Context: an optimization exercise on an open-source flow, tuned for small area and a short achievable clock period. The choices shown serve that exercise and are no tape-out recipe.
Function was checked by simulation only, so behaviour that the tests miss may differ from the original.

## run.sh

```bash
#!/bin/bash
# synth_recipe.tcl (not shown) runs the flow's synth.tcl, then flattens the netlist and writes it again
# the make line also repeats each setting of config.mk as NAME=value (left out here)
make -C /OpenROAD-flow-scripts/flow DESIGN_CONFIG=/design/flow/config.mk WORK_HOME=/design/flow/orfs CLKGATE_MAP_FILE= SYNTH_SCRIPT=/design/flow/synth_recipe.tcl finish
```

## config.mk

```make
export PLATFORM = sky130hd
export DESIGN_NAME = fir_filter
export DESIGN_NICKNAME = fir_filter
export VERILOG_FILES = /design/flow/design.v
export SDC_FILE = /design/flow/constraint.sdc
export NUM_CORES = 4
export LEC_CHECK = 0
export CAP_MARGIN = 20
export CORE_MARGIN = 2
export CORE_UTILIZATION = 40
export SLEW_MARGIN = 20
```

## constraint.sdc

```tcl
create_clock -name core_clock -period 8.0 [get_ports {clk}]
set_input_delay 1.6000 -clock core_clock [delete_from_list [all_inputs] [get_ports {clk}]]
set_output_delay 1.6000 -clock core_clock [all_outputs]
set_load 0.01 [all_outputs]
```

## design.v

```verilog
`timescale 1ns / 1ps
module fir_filter (clk, reset, x, y);
    input clk, reset;
    input signed [31:0] x;
    output signed [31:0] y;
    reg signed [31:0] x_reg [9:0];
    reg signed [31:0] y_reg;
    reg signed [31:0] acc;
    integer i;
    localparam signed [31:0] C0 = -3;
    localparam signed [31:0] C1 = 4;
    localparam signed [31:0] C2 = 6;
    localparam signed [31:0] C3 = -2;
    localparam signed [31:0] C4 = -5;
    localparam signed [31:0] C5 = 3;
    localparam signed [31:0] C6 = 7;
    localparam signed [31:0] C7 = 2;
    localparam signed [31:0] C8 = -1;
    localparam signed [31:0] C9 = 4;
    always @(*) begin
        acc = x_reg[0] * C0 + x_reg[1] * C1 + x_reg[2] * C2 + x_reg[3] * C3
            + x_reg[4] * C4 + x_reg[5] * C5 + x_reg[6] * C6 + x_reg[7] * C7
            + x_reg[8] * C8 + x_reg[9] * C9;
    end
    always @(posedge clk or posedge reset) begin
        if (reset) begin
            y_reg <= 0;
            for (i = 0; i < 10; i = i + 1) begin
                x_reg[i] <= 0;
            end
        end else begin
            for (i = 9; i > 0; i = i - 1) begin
                x_reg[i] <= x_reg[i - 1];
            end
            x_reg[0] <= x;
            y_reg <= acc;
        end
    end
    assign y = y_reg;
endmodule
```

==> results.ini <==
[logic_synthesis]
synth.top_cell.area_share_pct=36.05
synth_area_leader_cell=dfrtp_1
synth-seq-cells=350
netlist_area_um2=24290
synth.area.top_cells=dfrtp_1 (36%), fa_1 (34%), ha_1 (11%)
async_reset_ff_share_pct=100.0
ys_types=52
synth_fp_nets=2545
seq_area_frac_synth_pct=36.05
ys.flop_type=dfrtp_1
yosys_warnings=2
synth_edf_count=0
synth_cells=1880
syn_area_per_cell_um2=12.92

[die]
die_y_um=250.4
start_util_pct=40.32
rows=90
fp.dieW_um=250.4
io-pin-count=66
core_area_um2=60250
dieArea_um2=62720

[worst_setup_path]
cp.required_ns=8.50
critPathMaxStageDelay_ns=0.55
cp_top_family=adder cells
critPathMaxFanout=5
crit_path_frequent_cell=fa_1
arrival_ns=8.08
end_kind=register
startpoint_type=register
criticalPathCategory=register to register
crit_slowest_cell=fa_1
critPathBufInv=2

[timing]
setup_ws_ns=0.4117
setup_viol=0
final-max-slew-violation-count=0
fmax_mhz=131.8
period_minus_slack_ns=7.588
rsz0062_at_grt=true
timing.final.hold_violations=0
skew_ns=0.01839
setup_tns_ns=0
maxSlewHeadroom_pct=29.62
worst_pin_slew_ns=1.056
min_period_over_period_pct=94.85

[detailed_routing]
drc_errors=0
ant_nets=0
wl_per_cell_um=17.61
first_pass_iters=5
vias=13060
via_per_inst=4.646
drt-total-wl_mm=49.48
drt_iter0_drc=593

[global_route]
grt_antenna_before_repair=0
grt_pass1_wl_mm=83.92
grt_max_degree=179
grt_pass1_vias=15580
grt-ovfl-total=0
track_usage_pct=17.31

[clock_network]
cts_hold_buf=0
path_clk_slew_ns=0.06
cts_made_buffers=43
root_buffer=clkbuf_16
h-tree-depth=2
cts_tree=built
clock-sinks=350
clock_tree.buffer_depth=3
clk_latency_ns=0.59

[placed_design]
dpl.hpwl_mm=40.33
dp_slack_ns=0.09119
io_buffer_count=65
gp_congestion=0.8931

[final_layout]
fillerInstances=5338
largest_reg_flops=318
nets=2661
drive_gt1_share_pct=5.128
n_antenna_cell=0
area_delta_synth_final_pct=13.55

[min_path]
hold_class=register to register

[outcome]
status=timing/DRC/antenna clean

[flow_run]
maxCapViolations=0

[cells in the final DEF (no fill, tap or decap), drive strengths merged, types with 24 or more instances in the layout]
cell type	synthesis	final
ha	221	221
dfrtp	350	350
o21ai	24	24
fa	410	410
clkdlybuf4s50	0	65
xnor2	101	101
clkbuf	2	62
nor2	44	44
a21oi	49	49
inv	497	499
[per-layer routing]
metal | GRT usage (%) | part of all wire [%] | vias to the layer above
met1 | 22.41 | 43 | 6866
met3 | 2.588 | 3.3 | 87
met2 | 30.27 | 52 | 173
met5 | 0 | 0 | -
met4 | 4.944 | 2.5 | 0
li1 | - | - | 5930
[cells by family (layout without fill, tap and decap cells)]
kind of cell | after synthesis | in the layout | share of synthesized area [%]
AOI/OAI and AO/OA | 137 | 137 | 3.533
adders and majority gates | 631 | 631 | 45.17
and+or+nand+nor | 142 | 142 | 3.157
DFF | 350 | 350 | 36.05
xor gates and xnor gates | 119 | 119 | 4.290
muxes | 2 | 2 | 0.08756
buffers and inverters | 499 | 647 | 7.710
[cell type report]
cell class,count,area [um^2],share of cell area [%]
multi-input cells,1031,13740,49.81
flip-flops and latches,350,8758,31.75
inverters,497,1869,6.777
clock buffers,62,1257,4.559
well taps,782,978.4,3.547
repair buffers,73,735.7,2.667
clock inverters,15,245.2,0.8890
[through the flow]
stage                     area, um^2  hold slack [ns]  utilization, %  instances
after floorplan                24300           0.3312               -       1880
after global placement         25990           0.3324           43.14       2731
after detailed placement       25990           0.3347           43.14       2731
after CTS                      27490           0.3476           45.63       2808
after global routing           27580           0.3500           45.79       2810
final                          27580           0.3467           45.79       2810
[timing repair]
| item | in CTS | in global routing |
|---|---|---|
| gates resized for setup | 0 | 13 |
| hold endpoints to repair | 0 | 0 |
| buffers inserted | 0 | 2 |
| endpoints found under the setup margin | 0 | 6 |
[worst paths after layout]
| path | start | endpoint | slack, ns | depth (start not counted) |
|---|---|---|---|---|
| setup / recovery | x_reg[2][1] | y_reg[25] | 0.41 | 30 |
| min in group asynchronous | reset | x_reg[0][17] | 1.51 | 2 |
| hold reg to reg | x_reg[1][31] | x_reg[2][31] | 0.35 | 0 |
| setup reg to reg | x_reg[2][1] | y_reg[25] | 0.41 | 30 |
| max in group asynchronous | reset | x_reg[0][13] | 5.03 | 3 |
| hold / removal | x_reg[1][31] | x_reg[2][31] | 0.35 | 0 |
[Yosys cell counts, types with 2 or more instances]
| master | number |
|---|---|
| dfrtp_1 | 350 |
| o21ai_0 | 24 |
| and2_1 | 2 |
| nor4_1 | 9 |
| fa_1 | 410 |
| o21bai_1 | 8 |
| or3_1 | 3 |
| o41ai_1 | 2 |
| inv_1 | 497 |
| nor2b_1 | 9 |
| and3_1 | 4 |
| xor2_1 | 18 |
| or2_2 | 2 |
| nor3_1 | 15 |
| a31oi_1 | 4 |
| nand4_1 | 5 |
| a221oi_1 | 2 |
| nand2b_1 | 8 |
| o211ai_1 | 3 |
| or4_4 | 3 |
| nand3_1 | 6 |
| a21o_1 | 21 |
| xnor2_1 | 101 |
| nand2_1 | 19 |
| a41oi_1 | 2 |
| clkbuf_1 | 2 |
| nor2_1 | 42 |
| nor2_4 | 2 |
| a21oi_1 | 49 |
| o21a_1 | 13 |
| ha_1 | 221 |
| or4_1 | 3 |
| nand3b_1 | 2 |
[worst register-to-register path, delay by kind of cell, from the launching register on]
family | cells | cell delay [ns]
adder cells (fa/ha/maj) | 9 | 3.72
AO/OA/AOI/OAI | 11 | 2.29
AND/OR/NAND/NOR | 6 | 0.73
flip-flops | 1 | 0.40
XOR/XNOR | 2 | 0.25
buffers and inverters | 2 | 0.10

[separate check: timing with driven ports]
In the flow no input, the clock included, has a driving cell. The finished layout below was timed again as built, in two steps.
Step 1 assumes that a clkbuf_16 drives the clock port and a buf_2 every other input.
Step 2 also shifts input and output timing later by t, the mid clock arrival at the registers, as if the neighbouring blocks saw the same clock.
a / b / c = ideal / step 1 / step 2; a / b = the first two.
t, ns: 0.635
setup WS [ns]: 0.412 / 0.412 / 0.412
clock arrival spread, ns: 0.020 / 0.021
After both steps setup and hold are still met in this run. The setup slack of this run moves by 0.000 ns with the drivers and by 0.000 ns with both steps.
